This is an optimization exercise on Yosys and OpenROAD, whose aim is small area, a short achievable clock period and few clock cycles, not a production implementation.
The RTL was checked by simulation tests, not by an equivalence proof against the original design.
Power and IR drop assume default switching activity.

$ cat flow/config.mk
export PLATFORM = sky130hd
export DESIGN_NAME = my_cpu
export DESIGN_NICKNAME = my_cpu
export VERILOG_FILES = /design/flow/design.v
export SDC_FILE = /design/flow/constraint.sdc
export NUM_CORES = 4
export LEC_CHECK = 0
export CAP_MARGIN = 20
export CORE_MARGIN = 2
export CORE_UTILIZATION = 40
export SLEW_MARGIN = 20
$ cat flow/constraint.sdc
create_clock -name core_clock -period 5.0 [get_ports {clk}]
set_input_delay 1.0000 -clock core_clock [delete_from_list [all_inputs] [get_ports {clk}]]
set_output_delay 1.0000 -clock core_clock [all_outputs]
set_load 0.01 [all_outputs]
$ cat flow/design.v
module flopr # (parameter WIDTH = 8)
(input clk, reset,load,
input [WIDTH-1:0] d,
output [WIDTH-1:0] q);
reg [WIDTH-1:0] data;
assign q = data;
always @ (posedge clk)
begin
if(reset)
	data <= 0;
else if(load)
	data <= d;
end
endmodule 
module mux2 # (parameter WIDTH = 8)
(input [WIDTH-1:0] d0, d1, input s,
output [WIDTH-1:0] y);
assign y = s ? d1 : d0;
endmodule
module acc_mux #(parameter N = 8)
(input [N-1:0]d0,d1,d2,d3,
input [1:0] sel,
output reg [N-1:0] out);
always@(*)
	begin 
		case(sel)
		2'b00: out <= d0;
		2'b01: out <= d1;
		2'b10: out <= d2;
		2'b11: out <= d3;
		default: out <= d0;
		endcase
	end
endmodule
module jump_mux #(parameter N = 6)
(input[N-1:0] d0,d1,d2,d3,
input [1:0] sel,
output reg [N-1:0] out);
always@(*)
 begin
	case(sel)
	2'b00: out <= d0;
	2'b01: out <= d1;
	2'b10: out <= d2;
	2'b11: out <= d3;
	default: out <= d1;
	endcase
 end
endmodule 
module alu (a,b,sel, out);
    input [7:0] a,b;
    input [2:0] sel; 
    output reg [7:0] out;
    always @ (*) 
    begin 
        case(sel) 
            3'b000: out = a; 
		    3'b001: out = a & b; 	
            3'b010: out = a | b;  
			3'b011: out = ~a;    
            3'b100: out = a + b;
			3'b101: out = a - b;
			3'b110: out = a + 8'd1;
			3'b111: out = a - 8'd1;
			default: out = a;  
        endcase
    end
endmodule
module shifter(a,sel,out);
	input [7:0] a;
	input [1:0] sel;
	output reg [7:0] out;
	always@(*)
	begin
		case(sel)
		2'b00:out = a;
		2'b01:out = a << 1;
		2'b10:out = a >> 1;
		2'b11:out = {a[0],a[7:1]};
		default: out = a;
	endcase
	end
endmodule 
module regfile(input[7:0] D,input[2:0] address ,input we,clock,
output [7:0] out);
reg [7:0] register [7:0];
always@(posedge clock)
begin
	if(we)
	begin
		register[address] <= D; 
	end
end
assign out = register[address];
endmodule 
module relplus(input[5:0] a,b,
output[5:0] OUT);
assign OUT =  a + {3'b000,b[2:0]};
endmodule 
module relminus(input[5:0]a,b,
output[5:0] OUT);
assign OUT =  a - {3'b000,b[2:0]};
endmodule 
module pcplus(input[5:0] d,
output [5:0] q);
assign q = d + 6'd1; 
endmodule
module controller(input clk,reset,
			      input [7:0] instr,
			      input [7:0] readdata,
				  output halt,
				  output memWr,
				  output [1:0] Jmpmuxsel,Shiftsel,Asel,
				  output IRload,PCload,MRload,Aload,RFwr,
				  output outen,MemInst,
				  output [2:0] ALUsel,
				  input [7:0] wd
				  );
reg [5:0] present;
reg [5:0] next;
reg [16:0] bits;
localparam FETCH = 6'd0,
		   DECODE = 6'd1,
		   LDA = 6'd2,
		   STA = 6'd3,
		   LDM = 6'd4,
		   STM = 6'd5,
		   LDI = 6'd6,
		   AND = 6'd7,
		   OR = 6'd8,
		   ADD = 6'd9,
		   SUB = 6'd10,
		   NOT = 6'd11,
		   INC = 6'd12,
		   DEC = 6'd13,
		   SHFL = 6'd14,
		   SHFR = 6'd15,
		   ROTR = 6'd16,
		   IN = 6'd17,
		   OUT = 6'd18,
		   HALT = 6'd19,
		   NOP = 6'd20,
		   JMP = 6'd21,
		   JMPR = 6'd22,
		   JZ = 6'd23,
		   JZR = 6'd24,
		   JNZ = 6'd25,
		   JNZR = 6'd26,
		   JP = 6'd27,
		   JPR = 6'd28,
		   LDMC2 = 6'd29,
		   STMC2 = 6'd30;
always@(*)
	present = next;
always@(posedge clk)
begin
		if(reset)
			begin
			next <= FETCH;
			bits <= 17'd0;
		end 
		else 
			begin
			case(present)
				FETCH:
					begin					
						bits <= 17'b10010000000000000;
						next <= DECODE;
					end
				DECODE:
				begin
						bits <= 17'd0;
					if(readdata[7:4] == 4'b0001)
						next <= LDA;
					else if(readdata[7:4] == 4'b0010)
						next <= STA;
					else if(readdata == 8'b0011_0000)
						next <= LDM;
					else if(readdata == 8'b0100_0000)
						next <= STM;
					else if(readdata == 8'b0101_0000)
						next <= LDI;
					else if(readdata[7:4] == 4'b1010)
						next <= AND;
					else if(readdata[7:4] == 4'b1011)
						next <= OR;
					else if(readdata[7:4] == 4'b1100)
						next <= ADD;
					else if(readdata[7:4] == 4'b1101)
						next <= SUB;
					else if(readdata == 8'b1110_0000)
						next <= NOT;
					else if(readdata == 8'b1110_0001)
						next <= INC;
					else if(readdata == 8'b1110_0010)
						next <= DEC;
					else if(readdata == 8'b1110_0011)
						next <= SHFL;
					else if(readdata == 8'b1110_0100)
						next <= SHFR;
					else if(readdata == 8'b1110_0101)
						next <= ROTR;
					else if(readdata == 8'b1111_0000)
						next <= IN;
					else if(readdata == 8'b1111_0001)
						next <= OUT;
					else if(readdata == 8'b1111_0010)
						next <= HALT;
					else if(readdata == 8'b0000_0000)
						next <= NOP;
					else if(readdata == 8'b0110_0000)
						next <= JMP;
					else if(readdata[7:4] == 4'b0110)
						next <= JMPR;
					else if(readdata == 8'b0111_0000)
						next <= JZ;
					else if(readdata[7:4] == 4'b0111)
						next <= JZR;
					else if(readdata[7:4] == 4'b1000)
					begin
						if(readdata[3:0] == 4'd0)
							next <= JNZ;
						else 
							next <= JNZR;
					end
					else if(readdata == 8'b1001_0000)
						next <= JP;
					else if(readdata[7:4] == 4'b1001)
						next <= JPR;
					else 
						next <= FETCH;
				end
				LDA:
					begin
						bits <= 17'b00000000110000000;
						next <= FETCH;
					end
				STA:
					begin
						bits <= 17'b00000000001000000;
						next <= FETCH;
					end
				LDM:
					begin
						bits <= 17'b00010100000000000;
						next <= LDMC2;
					end
				STM:
					begin 
						bits <= 17'b00010100000000000;
						next <= STMC2;
					end
				LDI:
					begin
						bits <= 17'b00010001110000000;
						next <= FETCH;
					end
				AND:
					begin
						bits <= 17'b00000000010001000;
						next <= FETCH;
					end
				OR:
					begin
						bits <= 17'b00000000010010000;
						next <= FETCH;
					end
				ADD:
					begin
						bits <= 17'b00000000010100000;
						next <= FETCH;
					end
				SUB:
					begin
						bits <= 17'b00000000010101000;
						next <= FETCH;
					end
				NOT:
					begin
						bits <= 17'b00000000010011000;
						next <= FETCH;
					end
				INC:
					begin
						bits <= 17'b00000000010110000;
						next <= FETCH;
					end
				DEC:
					begin
						bits <= 17'b00000000010111000;
						next <= FETCH;
					end
				SHFL:
					begin
						bits <= 17'b00000000010000010;
						next <= FETCH;
					end
				SHFR:
					begin
						bits <= 17'b00000000010000100;
						next <= FETCH;
					end
				ROTR:
					begin
						bits <= 17'b00000000010000110;
						next <= FETCH;
					end
				IN:
					begin
						bits <= 17'b00000001010000000;
						next <= FETCH;
					end
				OUT:
					begin
						bits <= 17'b00000000000000001;
						next <= FETCH;
					end
				HALT:
					begin
						bits <= 17'd0;
						next <= HALT;
					end
				NOP:
					begin
						bits <= 17'b00000000000000000;
						next <= FETCH;
					end
				LDMC2:
					begin
						bits <= 17'b00001001110000000;
						next <= FETCH;
					end
				STMC2:
					begin
						bits <= 17'b00001010000000000;
						next <= FETCH;
					end
				JMP:
					begin
						bits <= 17'b00110000000000000;
						next <= FETCH;
					end
				JMPR:
					begin
						if(instr[3:0] == 4'd0)
							bits <= 17'd0;
						else
						begin
							if(instr[3] == 1'd0) 
								bits <= 17'b01110000000000000;
							else 
								bits <= 17'b01010000000000000;
						end
					next <= FETCH;
					end
				JZ:
					begin
						if(wd == 8'b0)
							bits <= 17'b00110000000000000;
						else  
							bits <= 17'b00010000000000000;
						next <= FETCH;
					end
				JZR:
					begin
						if(wd == 8'b0 && instr[3:0]!= 4'd0)
							begin
								if(instr[3] == 1'd0) 
									bits <= 17'b01110000000000000;
								else 
									bits <= 17'b01010000000000000;
							end
						else 
							bits <=17'd0;
						next <= FETCH;
					end
				JNZ:
					begin
						if(wd != 8'b0)
							bits <= 17'b00110000000000000;
						else
							bits <= 17'b00010000000000000;
						next <= FETCH;
					end
				JNZR:
					begin
						if(wd!=8'b0 && instr[3:0] != 4'd0)
							begin
								if(instr[3] == 1'd0) 
									bits <= 17'b01110000000000000;
								else 
									bits <= 17'b01010000000000000;
							end
						else  
							bits <= 17'd0;
						next <= FETCH;
					end
				JP:
					begin
						if(wd[7] == 1'd0 && wd !=8'd0 ) 
							bits <= 17'b00110000000000000;
						else  
							bits <= 17'b00010000000000000;
						next <= FETCH;
					end
				JPR:
					begin
						if(wd[7] == 1'd0 && instr[3:0] != 4'd0)
							begin
								if(instr[3] == 1'd0) 
									bits <= 17'b01110000000000000;
								else 
									bits <= 17'b01010000000000000;
							end
						else  
							bits <= 17'd0;
					next <= FETCH;
					end
			endcase
		end
end
assign IRload = bits[16];
assign Jmpmuxsel = bits[15:14];
assign PCload = bits[13];
assign MemInst = bits[12];
assign MRload = bits[11];
assign memWr = bits[10];
assign Asel = bits[9:8];
assign Aload = bits [7];
assign RFwr = bits [6];
assign ALUsel = bits [5:3];
assign Shiftsel = bits [2:1];
assign outen = bits[0];
assign halt = (present == HALT);	
endmodule 
module datapath(input clk,reset,
				input [7:0] readdata,
				input IRload,
				input [1:0] Jmpmuxsel,
				input PCload,
				input MemInst,
				input MRload,
				input [1:0] Asel,
				input Aload,
				input RFwr,
				input [2:0] ALUsel,
				input [1:0] Shiftsel,
				input outen,
				input [7:0] IN,
				output [7:0] accout,
				output [7:0]OUT,
				output [7:0] INSTR,
				output [5:0] address 
				);				
wire [7:0] result,rfout;
wire [7:0] aluout;
wire [7:0] amux_out; 
wire [5:0] MAout;
wire [5:0] PCout,pos_sign,neg_sign,PCplusone;
wire [5:0] JMPmuxOut; 
wire [7:0] reg_out;
assign OUT = reg_out;
acc_mux #(8) accmux4(result,rfout,IN,readdata,Asel,amux_out);
flopr #(8) accumlator(clk,reset,Aload,amux_out,accout);
regfile RF(accout,INSTR[2:0],RFwr,clk,rfout);
alu ALU(accout,rfout,ALUsel,aluout);
shifter shiftReg(aluout,Shiftsel,result);
flopr #(8) OUTREG(clk,reset,outen,accout,reg_out);
flopr #(8) IR (clk,reset,IRload,readdata,INSTR);
flopr #(6) MA (clk,reset,MRload,readdata[5:0],MAout);
flopr #(6) PC(clk,reset,PCload,JMPmuxOut,PCout);
relplus pos(PCout,INSTR[5:0],pos_sign);
relminus min(PCout,INSTR[5:0],neg_sign);
pcplus pcplusone(PCout,PCplusone);
jump_mux #(6) JMPmux(PCplusone,readdata[5:0],neg_sign,pos_sign,Jmpmuxsel,JMPmuxOut);
mux2 #(6) MemMux(PCout,MAout,MemInst,address);
endmodule
module my_cpu(input clk,reset,
output[5:0] address,
output memWr,
output[7:0] writedata,
input [7:0] readdata,IN,
output [7:0] OUT,
output halt
);
wire IRload,PCload,MRload,RFwr,outen;
wire Aload;
wire MemInst;
wire [1:0] Jmpmuxsel,Shiftsel;
wire [1:0] Asel;
wire [2:0] ALUsel;
wire [7:0] instr;
controller fsm(clk,reset,instr,readdata,halt,memWr,Jmpmuxsel,Shiftsel,Asel,IRload,PCload,MRload,
Aload,RFwr,outen,MemInst,ALUsel,writedata);
datapath DP(clk,reset,readdata,IRload,Jmpmuxsel,PCload,MemInst,MRload,
Asel,Aload,RFwr,ALUsel,Shiftsel,outen,IN,writedata,OUT,instr,address);
endmodule
$ cat flow/run.sh
#!/bin/bash
# synth_recipe.tcl (not shown) runs the flow's synth.tcl, then flattens the netlist and writes it again
# the make line also repeats each setting of config.mk as NAME=value (left out here)
make -C /OpenROAD-flow-scripts/flow DESIGN_CONFIG=/design/flow/config.mk WORK_HOME=/design/flow/orfs CLKGATE_MAP_FILE= SYNTH_SCRIPT=/design/flow/synth_recipe.tcl finish
==> results of run 1 <==
kinds of logic after synthesis:
kind of cell               count (synthesis)  share of synthesized area [%]
AOI/OAI and AO/OA                        182                          17.30
xor gates and xnor gates                  17                          2.146
adders and majority gates                 17                          3.282
buffers and inverters                     74                          4.400
DFF                                      121                          44.15
muxes                                     60                          12.46
and+or+nand+nor                          238                          16.27
layer usage:
layer,track usage (%),vias up,share of wire (%)
li1,-,2682,-
met1,28.09,2788,44
met2,34.37,184,48
met3,3.966,41,5.8
met4,8.333,0,2.6
met5,0,-,0
cell type report:
class	count	share of cell area [%]
clock inverters	14	2.566
flip-flops and latches	121	37.61
repair buffers	53	6.084
clock buffers	18	5.393
multi-input cells	514	43.83
well taps	225	3.457
inverters	23	1.060
registers in the layout, summed over array words and instances, names as in the netlist, named ones only:
register / cells
DP.MA.data: 6
fsm.bits: 17
DP.RF.register: 64
DP.IR.data: 4
DP.accumlator.data: 8
fsm.next: 5
DP.PC.data: 6
DP.OUTREG.data: 8
synth_stat cells, drive strengths merged, types with 9 or more instances:
library cell | number | area [um^2]
mux2 | 9 | 101.4
nand3 | 16 | 90.09
nor2 | 83 | 311.6
nor3 | 25 | 136.4
o211ai | 20 | 150.1
mux2i | 35 | 402.9
o21ai | 40 | 200.2
mux4 | 16 | 360.4
inv | 21 | 78.83
nand2 | 61 | 229.0
dfxtp | 57 | 1141
a211oi | 11 | 82.58
buf | 11 | 68.81
nand2b | 13 | 81.33
a21oi | 41 | 205.2
clkbuf | 40 | 150.1
a31oi | 11 | 68.82
edfxtp | 64 | 1922
ha | 15 | 187.7
xor2 | 9 | 78.83
worst min-delay path, cell delays in order, from the launching register on:
cell and delay, ns:
dfxtp_1 0.32, mux2i_1 0.06, nor2_1 0.07
path summary, 6_finish.rpt:
path,from,to,slack [ns],cells after the start
setup / recovery,register,DP.accumlator.data[7],0.51,14
hold / removal,DP.MA.data[0],DP.MA.data[0],0.49,2
setup reg to reg,register,DP.accumlator.data[7],0.51,14
hold reg to reg,DP.MA.data[0],DP.MA.data[0],0.49,2
power breakdown:
| group | internal, uW | switching [uW] |
|---|---|---|
| combinational | 395 | 469 |
| sequential | 1100 | 153 |
| clock | 860 | 477 |
per-stage QoR:
| stage | hold WS (ns) | cells |
|---|---|---|
| final | 0.4886 | 968 |
| after global routing | 0.5181 | 968 |
| after CTS | 0.4907 | 968 |
| after detailed placement | 0.4776 | 936 |
| after global placement | 0.4683 | 936 |
| after floorplan | 0.4544 | 709 |
==> run notes, run 1 <==
DRT iter0 DRCs 499; initial core utilization roughly two fifths; Post-CTS Resized 0; Mapped Cells around 700; max-slew violations 0; Largest stage delay, worst path just under 0.6 ns; Final Util a little under half; family with the most delay on the worst path simple AND/OR/NAND/NOR gates; Buffers on Ports 41; layout cells sized above 1 12.11%; Die ar. approximately 18000 um^2; kind of critical path reg -> reg; register area roughly 3100 um^2; Fin. Hold Viols 0; Leak about 0.0027 uW; fmax 0.2227 GHz; Yosys reg bits 121; Synth cell types 69; Max Buffers Root-to-Sink 2; row cnt 48; HP Class reg -> reg; mapped cell area between 6000 and 7000 um^2; PwrDens roughly 420 nW/um^2; mean post-synth cell area a little under 10 um^2; vias in the first global route approximately 5500; Placement Setup Slack between 0.5 and 0.6 ns; largest net degree at the start of global routing 40; Fillers approximately 1600; Skew-Pair Late Insertion Delay between 0.4 and 0.5 ns; crit start category register; DRC Markers 0; CP required around 5.4 ns; CTS tree done; Area after DPL roughly 7500 um^2; Top cell by count, worst path ha_1; Setup crit end kind register; min Tclk post-route approximately 4.5 ns; post-route ant nets 0; most frequent cells in the layout nor2_1, edfxtp_1, nand2_1; Worst Path Arrival between 4 and 5 ns; initial antenna violation count 0; first-pass GRT wire length 29640 um; Post-synth EDFFs 64; Syn. warnings 8; hold buffer count at cts 0; # nets final between 700 and 800; GRT Overall Usage approximately a fifth; Final Cycle Share 89.80%; Final Power around 3500 uW; die width 135.7 um; TritonCTS buffer count 17; Worst-Margin Slew approximately 0.96 ns; ys async rst share 0%; final setup violation count 0; commonest non-fill, non-tap cell in the layout nor2_1; Post-CTS Setup Bufs 0; max_slew headroom about 36%; sequential element share of the synthesized area 44.15%; Chip Height roughly 140 um; routed wire length per instance around 20 um; setup TNS 0 ns; Final Worst Setup Slack around 0.51 ns; Fin Clk Skew 0.006054 ns; unrepaired setup endpoints after global routing no; H-Tree Depth 4; area used by multi-input combinational logic 3570 um^2; vias per inst about 5.9; grt total ovfl 0; Antenna Cells 0; Reg clk slew, reported paths roughly 0.06 ns; sequence of cells on the critical path mux4_2, mux2i_2, ha_1, nand3_1, xnor2_1, a22oi_1, ha_1, o2111ai_1, and4_1, or2_2, a2111oi_0, a31oi_1, nor4_1, a221o_1; I/O pins 42; core outline area around 17000 um^2; Worst VDD drop 0.2755 mV; worst path buffer plus inverter count 0; Slowest-stage cell, CP mux4_2; CP max FO 8; status finished clean; syn nets 744; dpl hpwl 13010 um; GPL Wtd Cong around 0.88; synth-to-layout area growth 17.39%; main flop type after synthesis edfxtp_1; post-route design area around 8000 um^2; Pre-antenna DRT Iters 5; max_cap viols 0; CTS sink cnt roughly 120; WL final ~19000 um; Clock Tree Root clkbuf_16; total vias in the final route between 5000 and 6000
Testbench counts, summed over its fixed seeds: cycles 59,924.
==> run 2: changes to the inputs <==
==> flow/design.v (replaced) <==
module my_cpu(input clk, reset,
output [5:0] address,
output memWr,
output [7:0] writedata,
input [7:0] readdata, IN,
output [7:0] OUT,
output halt
);
reg [5:0] pc;
reg [7:0] a;
reg [7:0] outr;
reg [7:0] ir;       
reg       ev;       
reg [7:0] rf [0:7];
reg       haltr;
reg       s_ldi, s_jmp, s_ldm, s_stm, s_dld, s_dst;
wire fetch = ~(s_ldi | s_jmp | s_ldm | s_stm | s_dld | s_dst | haltr);
assign address   = (s_dld | s_dst) ? ir[5:0] : pc;
assign memWr     = s_dst;
assign writedata = a;
assign OUT       = outr;
assign halt      = haltr;
wire [3:0] eh = ir[7:4];
wire [2:0] er = ir[2:0];
wire [7:0] rv = rf[er];
wire e_lda = ev & (eh == 4'h1);
wire e_sta = ev & (eh == 4'h2);
wire e_and = ev & (eh == 4'hA);
wire e_or  = ev & (eh == 4'hB);
wire e_add = ev & (eh == 4'hC);
wire e_sub = ev & (eh == 4'hD);
wire e_e   = ev & (eh == 4'hE) & (ir[3:0] <= 4'd5);
wire e_not = e_e & (ir[2:0] == 3'd0);
wire e_inc = e_e & (ir[2:0] == 3'd1);
wire e_dec = e_e & (ir[2:0] == 3'd2);
wire e_shl = e_e & (ir[2:0] == 3'd3);
wire e_shr = e_e & (ir[2:0] == 3'd4);
wire e_ror = e_e & (ir[2:0] == 3'd5);
wire e_in  = ev & (ir == 8'hF0);
wire e_out = ev & (ir == 8'hF1);
wire e_aw = e_lda | e_and | e_or | e_add | e_sub | e_e | e_in;
reg [7:0] ares;
always @(*) begin
	ares = a;
	if (e_lda) ares = rv;
	if (e_and) ares = a & rv;
	if (e_or)  ares = a | rv;
	if (e_add) ares = a + rv;
	if (e_sub) ares = a - rv;
	if (e_not) ares = ~a;
	if (e_inc) ares = a + 8'd1;
	if (e_dec) ares = a - 8'd1;
	if (e_shl) ares = {a[6:0], 1'b0};
	if (e_shr) ares = {1'b0, a[7:1]};
	if (e_ror) ares = {a[0], a[7:1]};
	if (e_in)  ares = IN;
end
always @(posedge clk)
	if (e_sta)
		rf[er] <= a;
wire [3:0] fh = readdata[7:4];
wire       flo0 = (readdata[3:0] == 4'd0);
wire       f_br = (fh == 4'h6) | (fh == 4'h7) | (fh == 4'h8) | (fh == 4'h9);
wire       f_cond = (fh != 4'h6);
wire       az = (a == 8'd0);
reg        f_take;
always @(*)
	case (fh)
		4'h7:    f_take = az;
		4'h8:    f_take = ~az;
		4'h9:    f_take = ~a[7] & (~flo0 | ~az);
		default: f_take = 1'b1;
	endcase
wire f_stall = f_br & f_cond & e_aw;
wire f_ldm  = (readdata == 8'h30);
wire f_stm  = (readdata == 8'h40);
wire f_ldi  = (readdata == 8'h50);
wire f_halt = (readdata == 8'hF2);
wire f_e    = ~f_br & ~f_ldm & ~f_stm & ~f_ldi & ~f_halt;
wire [5:0] pc1 = pc + 6'd1;
wire [5:0] pc2 = pc + 6'd2;
wire [5:0] pcrel = readdata[3] ? pc1 - {3'd0, readdata[2:0]} : pc1 + {3'd0, readdata[2:0]};
always @(posedge clk) begin
	if (reset) begin
		pc <= 6'd0;
		a <= 8'd0;
		outr <= 8'd0;
		ev <= 1'b0;
		haltr <= 1'b0;
		s_ldi <= 1'b0; s_jmp <= 1'b0; s_ldm <= 1'b0; s_stm <= 1'b0;
		s_dld <= 1'b0; s_dst <= 1'b0;
	end else begin
		a <= ares;
		if (e_out) outr <= a;
		ev <= 1'b0;
		s_ldi <= 1'b0; s_jmp <= 1'b0; s_ldm <= 1'b0; s_stm <= 1'b0;
		s_dld <= 1'b0; s_dst <= 1'b0;
		if (fetch) begin
			ir <= readdata;
			if (f_stall) begin
				pc <= pc;
			end else if (f_halt) begin
				haltr <= 1'b1;
			end else if (f_br) begin
				if (flo0) begin
					if (f_take) begin
						pc <= pc1;
						s_jmp <= 1'b1;
					end else
						pc <= pc2;
				end else
					pc <= f_take ? pcrel : pc1;
			end else begin
				pc <= pc1;
				ev <= f_e;
				s_ldi <= f_ldi;
				s_ldm <= f_ldm;
				s_stm <= f_stm;
			end
		end
		if (s_ldi) begin
			a <= readdata;
			pc <= pc1;
		end
		if (s_jmp)
			pc <= readdata[5:0];
		if (s_ldm | s_stm) begin
			ir <= readdata;
			pc <= pc1;
			s_dld <= s_ldm;
			s_dst <= s_stm;
		end
		if (s_dld)
			a <= readdata;
	end
end
endmodule
--- a/flow/config.mk
+++ b/flow/config.mk
@@ -6,4 +6,5 @@
 export NUM_CORES = 4
 export LEC_CHECK = 0
+export ABC_AREA = 1
 export CAP_MARGIN = 20
 export CORE_MARGIN = 2
==> run notes, run 2 <==
status finished clean (unchanged); min Tclk post-route 3.590 ns (was 4.490 ns); vias in the first global route 5924 (was 5484); Synth top cells by count nand2_1, inv_1, o21ai_0, nor2_1, a21oi_1 (was nor2_1, edfxtp_1, nand2_1, dfxtp_1, a21oi_1); Final Cycle Share 71.80% (was 89.80%); # nets final 1039 (was 765); CP max FO 6 (was 8); post-synth top area share 30.51% (was 27.70%); commonest non-fill, non-tap cell in the layout nand2_1 (was nor2_1); PwrDens 292.2 nW/um^2 (was 424.6 nW/um^2); Syn. warnings 1 (was 8); GPL Wtd Cong 0.8931 (was 0.8795); syn nets 994 (was 744); H-Tree Depth 3 (was 4); Final Util 46.70% (was 47.58%); routed wire length per instance 16.29 um (was 19.76 um); initial core utilization 40.97% (was 40.53%); post-route ant nets 0 (unchanged); top-count cell post-synth nand2_1 (was nor2_1); Worst Path Arrival 3.87 ns (was 4.85 ns); DRT iter0 DRCs 592 (was 499); max-slew violations 0 (unchanged); vias per inst 5.267 (was 5.883); setup TNS 0 ns (unchanged); CTS sink cnt 105 (was 121); post-route design area 8078 um^2 (was 8144 um^2); max_slew headroom 34.30% (was 35.87%); row cnt 48 (unchanged); Biggest register rf (was DP.RF.register); Buffers on Ports 41 (unchanged); max_cap viols 0 (unchanged); grt total ovfl 0 (unchanged); Final Worst Setup Slack 1.410 ns (was 0.5098 ns); Hold Path Stages 2 (unchanged); CP required 5.28 ns (was 5.36 ns); DRC Markers 0 (unchanged); cell taking the most area after synthesis edfxtp_1 (unchanged); HP Class reg -> reg (unchanged); Post-CTS Resized 0 (unchanged); R2R cell count 19 (was 14); Leak 0.003443 uW (was 0.002723 uW); WL final 19730 um (was 19130 um); initial antenna violation count 0 (unchanged); Pre-antenna DRT Iters 5 (unchanged); Yosys reg bits 105 (was 121); Setup crit end kind register (unchanged); Worst-Margin Slew 0.9780 ns (was 0.9584 ns); total vias in the final route 6378 (was 5695); I/O pins 42 (unchanged); TritonCTS buffer count 9 (was 17); first-pass GRT wire length 31800 um (was 29640 um); CTS tree done (unchanged); Area after DPL 7786 um^2 (was 7496 um^2); Mapped Cells 936 (was 709); Synth cell types 46 (was 69); hold buffer count at cts 0 (unchanged); max reg flops 64 (unchanged); Worst VDD drop 0.1855 mV (was 0.2755 mV); die width 137.1 um (was 135.7 um); Fin. Hold Viols 0 (unchanged); Reg clk slew, reported paths 0.07 ns (was 0.06 ns); synth-to-layout area growth 13.98% (was 17.39%); Post-synth EDFFs 72 (was 64); core outline area 17300 um^2 (was 17120 um^2); layout cells sized above 1 8.114% (was 12.11%); sequential element share of the synthesized area 39.83% (was 44.15%); mapped cell area 7087 um^2 (was 6938 um^2); Placement Setup Slack 1.037 ns (was 0.5309 ns); fmax 0.2786 GHz (was 0.2227 GHz); most frequent cells in the layout nand2_1, inv_1, o21ai_0 (was nor2_1, edfxtp_1, nand2_1); Die ar. 18800 um^2 (was 18410 um^2); Skew-Pair Late Insertion Delay 0.36 ns (was 0.42 ns); GRT Overall Usage 21.97% (was 21.19%); Antenna Cells 0 (unchanged); Fin Clk Skew 0.01060 ns (was 0.006054 ns); main flop type after synthesis edfxtp_1 (unchanged); final setup violation count 0 (unchanged); largest net degree at the start of global routing 33 (was 40); Max Buffers Root-to-Sink 2 (unchanged); synth top area cells edfxtp_1, nand2_1, dfxtp_1 (was edfxtp_1, dfxtp_1, mux4_2); Final Power 2360 uW (was 3458 uW); ys async rst share 0% (unchanged); mean post-synth cell area 7.571 um^2 (was 9.785 um^2); Post-CTS Setup Bufs 0 (unchanged); Chip Height 137.1 um (was 135.7 um); Clock Tree Root clkbuf_16 (unchanged); kind of critical path in -> reg (was reg -> reg); crit start category input pin (was register); dpl hpwl 14440 um (was 13010 um); unrepaired setup endpoints after global routing no (unchanged)
[run 2: logic make-up after synthesis]
kind of cell,after synthesis,share of synthesized area [%]
AND/OR/NAND/NOR,404,26.17
adder cells (fa/ha/maj),40,7.274
buffers and inverters,158,8.704
AO/OA/AOI/OAI,214,16.17
flip-flops,105,39.83
XOR/XNOR,15,1.854
[run 2: worst paths after layout]
kind | startpoint | to | slack (ns)
hold / removal | s_stm | s_dst | 0.47
setup reg to reg | a[0] | a[6] | 1.67
setup / recovery | readdata[1] | pc[5] | 1.41
hold reg to reg | s_stm | s_dst | 0.47
[run 2: area by class of cell]
cell class,count,area (um^2)
Fill cell,1769,9219
Multi-Input combinational cell,673,3647
Sequential cell,105,2823
Timing Repair Buffer,56,523.0
Inverter,136,511.7
Tap cell,225,281.5
Clock buffer,9,225.2
Clock inverter,7,66.31
[run 2: metal layers]
| layer | track usage (%) | vias up | routed length, um |
|---|---|---|---|
| li1 | - | 3221 | - |
| met1 | 30.14 | 2985 | 9183 |
| met2 | 36.95 | 155 | 9514 |
| met3 | 2.704 | 17 | 785 |
| met4 | 5.155 | 0 | 244 |
| met5 | 0 | - | 0 |
[run 2: worst max-delay path: stages]
cell	delay (ns)
clkdlybuf4s50_1	0.62
inv_1	0.12
ha_1	0.23
ha_1	0.28
o21ai_0	0.15
ha_1	0.30
a21oi_1	0.14
nand2_1	0.09
nand2_1	0.06
nand2_1	0.04
nand2_1	0.07
nand2_1	0.05
nand2_1	0.05
nand2_1	0.04
inv_1	0.06
nand2_1	0.05
nand2_1	0.06
nand3_1	0.06
nand3_1	0.08
nand2_1	0.05
o21ai_1	0.07
nand2_1	0.07
a21oi_1	0.12
[run 2: through the flow]
stage          hold WS [ns]  cells
6_report             0.4660   1211
5_1_grt              0.4871   1211
4_1_cts              0.4697   1211
3_5_place_dp         0.4551   1195
3_3_place_gp         0.4606   1195
2_1_floorplan        0.4425    936
[run 2: power breakdown]
| part | internal, uW | switching, uW | leakage [uW] |
|---|---|---|---|
| Combinational | 241 | 416 | 0.00239 |
| Clock | 352 | 356 | 0.000141 |
| Sequential | 955 | 39.2 | 0.000910 |
Testbench counts of run 2, summed over its fixed seeds: cycles 27,619.
==> run 3: changes to the inputs <==
--- a/flow/config.mk
+++ b/flow/config.mk
@@ -6,7 +6,7 @@
 export NUM_CORES = 4
 export LEC_CHECK = 0
-export ABC_AREA = 1
 export CAP_MARGIN = 20
 export CORE_MARGIN = 2
 export CORE_UTILIZATION = 40
+export SETUP_SLACK_MARGIN = 2.0
 export SLEW_MARGIN = 20
==> run notes, run 3 <==
reg-to-reg critical path endpoint a[7] (was a[6]); Buffers on Ports 41 (unchanged); I/O pins 42 (unchanged); ys async rst share 0% (unchanged); Antenna Cells 0 (unchanged); Die ar. 18110 um^2 (was 18800 um^2); mapped cell area 6818 um^2 (was 7087 um^2); largest net degree at the start of global routing 31 (was 33); Clock Tree Root clkbuf_16 (unchanged); first-pass GRT wire length 32710 um (was 31800 um); PwrDens 286.9 nW/um^2 (was 292.2 nW/um^2); fmax 0.3206 GHz (was 0.2786 GHz); H-Tree Depth 3 (unchanged); post-route ant nets 0 (unchanged); # nets final 808 (was 1039); GRT Overall Usage 23.55% (was 21.97%); initial antenna violation count 0 (unchanged); Slowest-stage cell, CP mux4_2 (was clkdlybuf4s50_1); Synth top cells by count nor2_1, edfxtp_1, a21oi_1, o21ai_0, nand2_1 (was nand2_1, inv_1, o21ai_0, nor2_1, a21oi_1); cell taking the most area after synthesis edfxtp_1 (unchanged); Final Worst Setup Slack 1.881 ns (was 1.410 ns); sequence of cells on the critical path mux4_2, mux2_4, inv_2, ha_4, a211oi_2, nor2_1, o21a_1, o21a_1, o41ai_2, xor2_1, o211ai_1, o2bb2ai_1 (was clkdlybuf4s50_1, inv_1, ha_1, ha_1, o21ai_0, ha_1, a21oi_1, nand2_1, nand2_1, nand2_1, nand2_1, nand2_1, nand2_1, nand2_1, inv_1, nand2_1, nand2_1, nand3_1, nand3_1, nand2_1, o21ai_1, nand2_1, a21oi_1); wire length on met1 8912 um (was 9183 um); Fin. Hold Viols 0 (unchanged); GPL Wtd Cong 0.9747 (was 0.8931); top-count cell post-synth nor2_1 (was nand2_1); DR WL met3 1203 um (was 785 um); commonest non-fill, non-tap cell in the layout nor2_1 (was nand2_1); max_cap viols 0 (unchanged); Pre-antenna DRT Iters 5 (unchanged); main flop type after synthesis edfxtp_1 (unchanged); CP max FO 8 (was 6); vias per inst 5.997 (was 5.267); Placement Setup Slack 0.8797 ns (was 1.037 ns); Largest stage delay, worst path 0.51 ns (was 0.62 ns); synth-to-layout area growth 22.28% (was 13.98%); Reg clk slew, reported paths 0.07 ns (about the same); min Tclk post-route 3.119 ns (was 3.590 ns); met2 WL 10250 um (was 9514 um); Worst Path Arrival 3.42 ns (was 3.87 ns); crit start category register (was input pin); hold buffer count at cts 0 (unchanged); Skew-Pair Late Insertion Delay 0.36 ns (about the same); CTS tree done (unchanged); Setup crit end kind register (unchanged); setup TNS 0 ns (unchanged); top sig layer met4 (unchanged); Max Buffers Root-to-Sink 2 (unchanged); Mapped Cells 693 (was 936); r2r setup slk 1.88 ns (was 1.67 ns); Final Cycle Share 62.38% (was 71.80%); DRT iter0 DRCs 440 (was 592); vias in the first global route 5769 (was 5924); Synth cell types 75 (was 46); mean post-synth cell area 9.838 um^2 (was 7.571 um^2); most frequent cells in the layout nor2_1, edfxtp_1, nand2_1, a21oi_1 (was nand2_1, inv_1, o21ai_0); grt total ovfl 0 (unchanged); final setup violation count 0 (unchanged); CTS sink cnt 105 (unchanged); R2R cell count 12 (was 19); Biggest register rf (unchanged); synth top area cells edfxtp_1, dfxtp_1, ha_1 (was edfxtp_1, nand2_1, dfxtp_1); unrepaired setup endpoints after global routing yes (was no); dpl hpwl 14520 um (was 14440 um); max reg flops 64 (unchanged); initial core utilization 40.97% (about the same); Worst VDD drop 0.1781 mV (was 0.1855 mV); kind of critical path reg -> reg (was in -> reg); core outline area 16640 um^2 (was 17300 um^2); post-synth top area share 31.71% (was 30.51%); layout cells sized above 1 21.85% (was 8.114%); Leak 0.002993 uW (was 0.003443 uW); syn nets 751 (was 994); Final Util 50.09% (was 46.70%); WL final 20920 um (was 19730 um); TritonCTS buffer count 9 (unchanged); sequential element share of the synthesized area 41.40% (was 39.83%); routed wire length per instance 21.46 um (was 16.29 um); CP required 5.30 ns (was 5.28 ns); die width 134.6 um (was 137.1 um); min-delay src outr[2] (was s_stm); Worst-Margin Slew 1.051 ns (was 0.9780 ns); Yosys reg bits 105 (unchanged); DRC Markers 0 (unchanged); Syn. warnings 1 (unchanged); Setup crit end a[7] (was pc[5]); max_slew headroom 29.66% (was 34.30%); status finished clean (unchanged); HP Class reg -> reg (unchanged); Post-synth EDFFs 72 (unchanged); max-slew violations 0 (unchanged); Fin Clk Skew 0.005722 ns (was 0.01060 ns); Top cell by count, worst path o21a_1 (was nand2_1); Chip Height 134.6 um (was 137.1 um); row cnt 47 (was 48); total vias in the final route 5847 (was 6378)
[run 3: cell types whose count changed in the layout (fill, tap and decap cells not counted), sizes merged, moves of 12 or more]
| cell | previous run | this run |
|---|---|---|
| a21oi | 82 | 48 |
| buf | 15 | 45 |
| inv | 135 | 41 |
| mux2 | 0 | 12 |
| mux4 | 0 | 17 |
| nand2 | 195 | 44 |
| nand3 | 61 | 18 |
| nor2 | 105 | 82 |
| o21ai | 109 | 49 |
[run 3: worst max-delay path: cells and delay by family (launching register included)]
family	cells	cell delay, ns
AOI/OAI and AO/OA	6	1.33
xor gates and xnor gates	1	0.11
adders and majority gates	1	0.22
buffers and inverters	1	0.08
DFF	1	0.42
muxes	2	0.80
and+or+nand+nor	1	0.09
[run 3: worst min path at each step]
| stage | end | slack [ns] | depth (start not counted) |
|---|---|---|---|
| 2_1_floorplan | s_dld | 0.47 | 1 |
| 3_3_place_gp | outr[7] | 0.47 | 2 |
| 3_5_place_dp | outr[0] | 0.48 | 2 |
| 4_1_cts | outr[0] | 0.49 | 2 |
| 5_1_grt | s_dld | 0.52 | 1 |
| 6_report | outr[2] | 0.49 | 2 |
[run 3: area by class of cell]
| type | instances | area, um^2 |
|---|---|---|
| fillers | 1526 | 8305 |
| multi-input cells | 511 | 3989 |
| flip-flops and latches | 105 | 2840 |
| repair buffers | 83 | 762.0 |
| well taps | 220 | 275.3 |
| clock buffers | 9 | 225.2 |
| inverters | 40 | 177.7 |
| clock inverters | 7 | 67.56 |
[run 3: kinds of logic (layout without fill, tap and decap cells)]
logic type      Yosys count  in the layout  share of synthesized area (%)
mux                      35             35                          8.479
compound gates          184            184                          17.60
simple gates            227            227                          17.03
buf+inv                  77            139                          4.716
fa+ha+maj                40             40                          7.561
xor+xnor                 25             25                          3.212
flops                   105            105                          41.40
[run 3: per-stage QoR]
| step | area, um^2 | total power [uW] | instances | hold slack [ns] |
|---|---|---|---|---|
| final | 8337 | 2392 | 975 | 0.4876 |
| after global routing | 8337 | 2492 | 975 | 0.5225 |
| after CTS | 8132 | 2350 | 967 | 0.4922 |
| after detailed placement | 7481 | 1595 | 928 | 0.4770 |
| after global placement | 7481 | 1584 | 928 | 0.4679 |
| after floorplan | 6888 | 1420 | 693 | 0.4678 |
[run 3: power by group]
part / total (uW) / switching, uW / internal [uW]
combinational: 667 / 354 / 313
sequential: 1020 / 69.3 / 955
clock: 701 / 350 / 351
total: 2390 / 773 / 1620
[run 3: metal layers]
layer	vias to the layer above	GRT usage [%]
li1	2704	-
met1	2867	30.51
met2	233	39.88
met3	43	4.017
met4	0	8.304
met5	-	0
[run 3: timing repair]
action | CTS | global route
gates cloned | 0 | 0
pin swaps | 24 | 23
endpoints found under the setup margin | 20 | 16
setup buffers | 23 | 7
gates resized for setup | 75 | 35
==> run 4: changes to the inputs <==
--- a/flow/config.mk
+++ b/flow/config.mk
@@ -9,4 +9,3 @@
 export CORE_MARGIN = 2
 export CORE_UTILIZATION = 40
-export SETUP_SLACK_MARGIN = 2.0
 export SLEW_MARGIN = 20
==> run notes, run 4 <==
mean post-synth cell area 9.838 um^2 (unchanged); sequential element share of the synthesized area 41.40% (unchanged); Chip Height 134.6 um (unchanged); max_slew headroom 38.51% (was 29.66%); cell taking the most area after synthesis edfxtp_1 (unchanged); synth top area cells edfxtp_1, dfxtp_1, ha_1 (unchanged); # nets final 780 (was 808); Worst-Margin Slew 0.9190 ns (was 1.051 ns); Setup crit end kind register (unchanged); max_cap viols 0 (unchanged); vias in the first global route 5330 (was 5769); Leak 0.002740 uW (was 0.002993 uW); PwrDens 289.9 nW/um^2 (was 286.9 nW/um^2); Post-synth EDFFs 72 (unchanged); min Tclk post-route 3.927 ns (was 3.119 ns); Synth cell types 75 (unchanged); unrepaired setup endpoints after global routing no (was yes); vias per inst 5.927 (was 5.997); CTS tree done (unchanged); layout cells sized above 1 11.00% (was 21.85%); final setup violation count 0 (unchanged); largest net degree at the start of global routing 31 (unchanged); Final Worst Setup Slack 1.073 ns (was 1.881 ns); Skew-Pair Late Insertion Delay 0.36 ns (about the same); R2R cell count 12 (unchanged); sequence of cells on the critical path clkdlybuf4s50_1, inv_1, ha_1, mux2_2, inv_1, ha_1, nor2b_1, o21a_1, o21ai_0, a21oi_1, o31ai_2, mux2i_1, a211o_1, a211oi_2 (was mux4_2, mux2_4, inv_2, ha_4, a211oi_2, nor2_1, o21a_1, o21a_1, o41ai_2, xor2_1, o211ai_1, o2bb2ai_1); Max Buffers Root-to-Sink 2 (unchanged); Mapped Cells 693 (unchanged); routed wire length per instance 20.82 um (was 21.46 um); Largest stage delay, worst path 0.62 ns (was 0.51 ns); ys async rst share 0% (unchanged); initial antenna violation count 0 (unchanged); GPL Wtd Cong 0.9408 (was 0.9747); Worst Path Arrival 4.21 ns (was 3.42 ns); min-delay src outr[1] (was outr[2]); Synth top cells by count nor2_1, edfxtp_1, a21oi_1, o21ai_0, nand2_1 (unchanged); main flop type after synthesis edfxtp_1 (unchanged); Worst VDD drop 0.1953 mV (was 0.1781 mV); reg-to-reg critical path endpoint a[7] (unchanged); core outline area 16640 um^2 (unchanged); post-route ant nets 0 (unchanged); max reg flops 64 (unchanged); Syn. warnings 1 (unchanged); setup TNS 0 ns (unchanged); Yosys reg bits 105 (unchanged); Reg clk slew, reported paths 0.07 ns (about the same); initial core utilization 40.97% (unchanged); I/O pins 42 (unchanged); Fin. Hold Viols 0 (unchanged); Hold Path Stages 2 (unchanged); max-slew violations 0 (unchanged); CTS sink cnt 105 (unchanged); HP Class reg -> reg (unchanged); dpl hpwl 14560 um (was 14520 um); Fin Clk Skew 0.008703 ns (was 0.005722 ns); mapped cell area 6818 um^2 (unchanged); worst hold endpoint outr[1] (was outr[2]); kind of critical path in -> reg (was reg -> reg); Clock Tree Root clkbuf_16 (unchanged); CP max FO 6 (was 8); most frequent cells in the layout nor2_1, edfxtp_1, a21oi_1 (was nor2_1, edfxtp_1, nand2_1, a21oi_1); Slowest-stage cell, CP clkdlybuf4s50_1 (was mux4_2); fmax 0.2547 GHz (was 0.3206 GHz); grt total ovfl 0 (unchanged); post-synth top area share 31.71% (unchanged); GRT Overall Usage 22.28% (was 23.55%); WL final 19720 um (was 20920 um); commonest non-fill, non-tap cell in the layout nor2_1 (unchanged); H-Tree Depth 3 (unchanged); synth-to-layout area growth 13.01% (was 22.28%); total vias in the final route 5613 (was 5847); Pre-antenna DRT Iters 5 (unchanged); Post-CTS Resized 0 (was 75); DRC Markers 0 (unchanged); Final Cycle Share 78.53% (was 62.38%); Antenna Cells 0 (unchanged); row cnt 47 (unchanged); Placement Setup Slack 0.7433 ns (was 0.8797 ns); r2r setup slk 1.24 ns (was 1.88 ns); die width 134.6 um (unchanged); Buffers on Ports 41 (unchanged); Biggest register rf (unchanged); Die ar. 18110 um^2 (unchanged); TritonCTS buffer count 9 (unchanged); syn nets 751 (unchanged); status finished clean (unchanged); CP required 5.28 ns (was 5.30 ns); first-pass GRT wire length 30870 um (was 32710 um); top-count cell post-synth nor2_1 (unchanged); Post-CTS Setup Bufs 0 (was 23); crit start category input pin (was register); DRT iter0 DRCs 601 (was 440); hold buffer count at cts 0 (unchanged)
[run 4: cell counts after synthesis]
No cell type changed its count.
[run 4: routing by layer]
layer | track usage (%) | vias to the layer above | routed length [um]
met1 | 30.50 | 2724 | 8687
met4 | 6.140 | 0 | 269
met5 | 0 | - | 0
li1 | - | 2647 | -
met3 | 3.829 | 25 | 1221
met2 | 36.62 | 217 | 9542
[run 4: cell type report]
cell class,instances,area (um^2)
Fill cell,1575,8937
Multi-Input combinational cell,511,3674
Sequential cell,105,2823
Timing Repair Buffer,55,515.5
Tap cell,220,275.3
Clock buffer,12,236.5
Inverter,40,150.1
Clock inverter,4,31.28
[run 4: worst max-delay path: cells and delay by family]
family | cells | cell delay (ns)
buf+inv | 3 | 0.81
compound gates | 6 | 1.36
fa+ha+maj | 2 | 0.51
mux | 2 | 0.40
simple gates | 1 | 0.13
[run 4: worst max-delay path by stage]
stage                      from    end  slack, ns  cells after the start
detailed placement  readdata[0]  pc[5]       0.74                     14
global placement    readdata[0]  pc[5]       0.85                     14
floorplan           readdata[0]  pc[5]       1.64                     13
CTS                 readdata[0]  pc[5]       1.10                     14
global route           register   a[6]       0.87                     12
finish              readdata[0]  pc[5]       1.07                     14
[run 4: per-stage QoR]
stage	power (uW)	std cells	utilization, %	hold slack (ns)	instance area (um^2)
floorplan	1408	693	-	0.4678	6818
global placement	1575	931	44.69	0.4642	7437
detailed placement	1582	931	44.69	0.4791	7437
CTS	2243	947	46.30	0.4955	7705
global route	2341	947	46.30	0.5295	7705
finish	2234	947	46.30	0.4930	7705
[run 4: kinds of logic (layout without fill, tap and decap cells)]
group	count (synthesis)	after routing	share of synthesized area (%)
AO/OA/AOI/OAI	184	184	17.60
XOR/XNOR	25	25	3.212
adder cells (fa/ha/maj)	40	40	7.561
buffers and inverters	77	111	4.716
flip-flops	105	105	41.40
multiplexers	35	35	8.479
AND/OR/NAND/NOR	227	227	17.03
[run 4: power breakdown]
group | internal [uW] | total [uW] | switching [uW]
clock network | 341 | 659 | 318
registers | 955 | 1020 | 61.9
logic | 246 | 558 | 312
total | 1540 | 2230 | 692

[port drivers added, routing unchanged]
No port has a modelled driver above. Below, the same layouts with a new extraction and two added sets of constraints.
Step 1 assumes that a clkbuf_16 drives the clock port and a buf_2 every other input.
Step 2 times the ports against the registers' clock, not the clock port: input delays grow and output delays shrink by t, the midpoint of the rising clock arrivals with the driver on.
Slacks: no drivers / after step 1 / after step 2; pairs: no drivers / after step 1.
| run | t, ns | slack for setup (ns) | hold slack, ns | worst setup path after step 2 | latest minus earliest clock arrival (ns) |
|---|---|---|---|---|---|
| run 1 | 0.457 | 0.510 / 0.510 / 0.510 | 0.489 / 0.489 / 0.489 | register to register | 0.008 / 0.008 |
| run 2 | 0.393 | 1.410 / 1.429 / 1.036 | 0.466 / 0.466 / 0.466 | input to register | 0.013 / 0.013 |
| run 3 | 0.404 | 1.881 / 1.881 / 1.606 | 0.488 / 0.488 / 0.488 | input to register | 0.006 / 0.006 |
| run 4 | 0.400 | 1.073 / 1.098 / 0.698 | 0.493 / 0.493 / 0.493 | input to register | 0.009 / 0.009 |
After both steps every run listed still meets setup and hold. For run 4, which loses most, drivers alone change the setup slack by +0.025 ns; drivers and shift together by -0.375 ns.
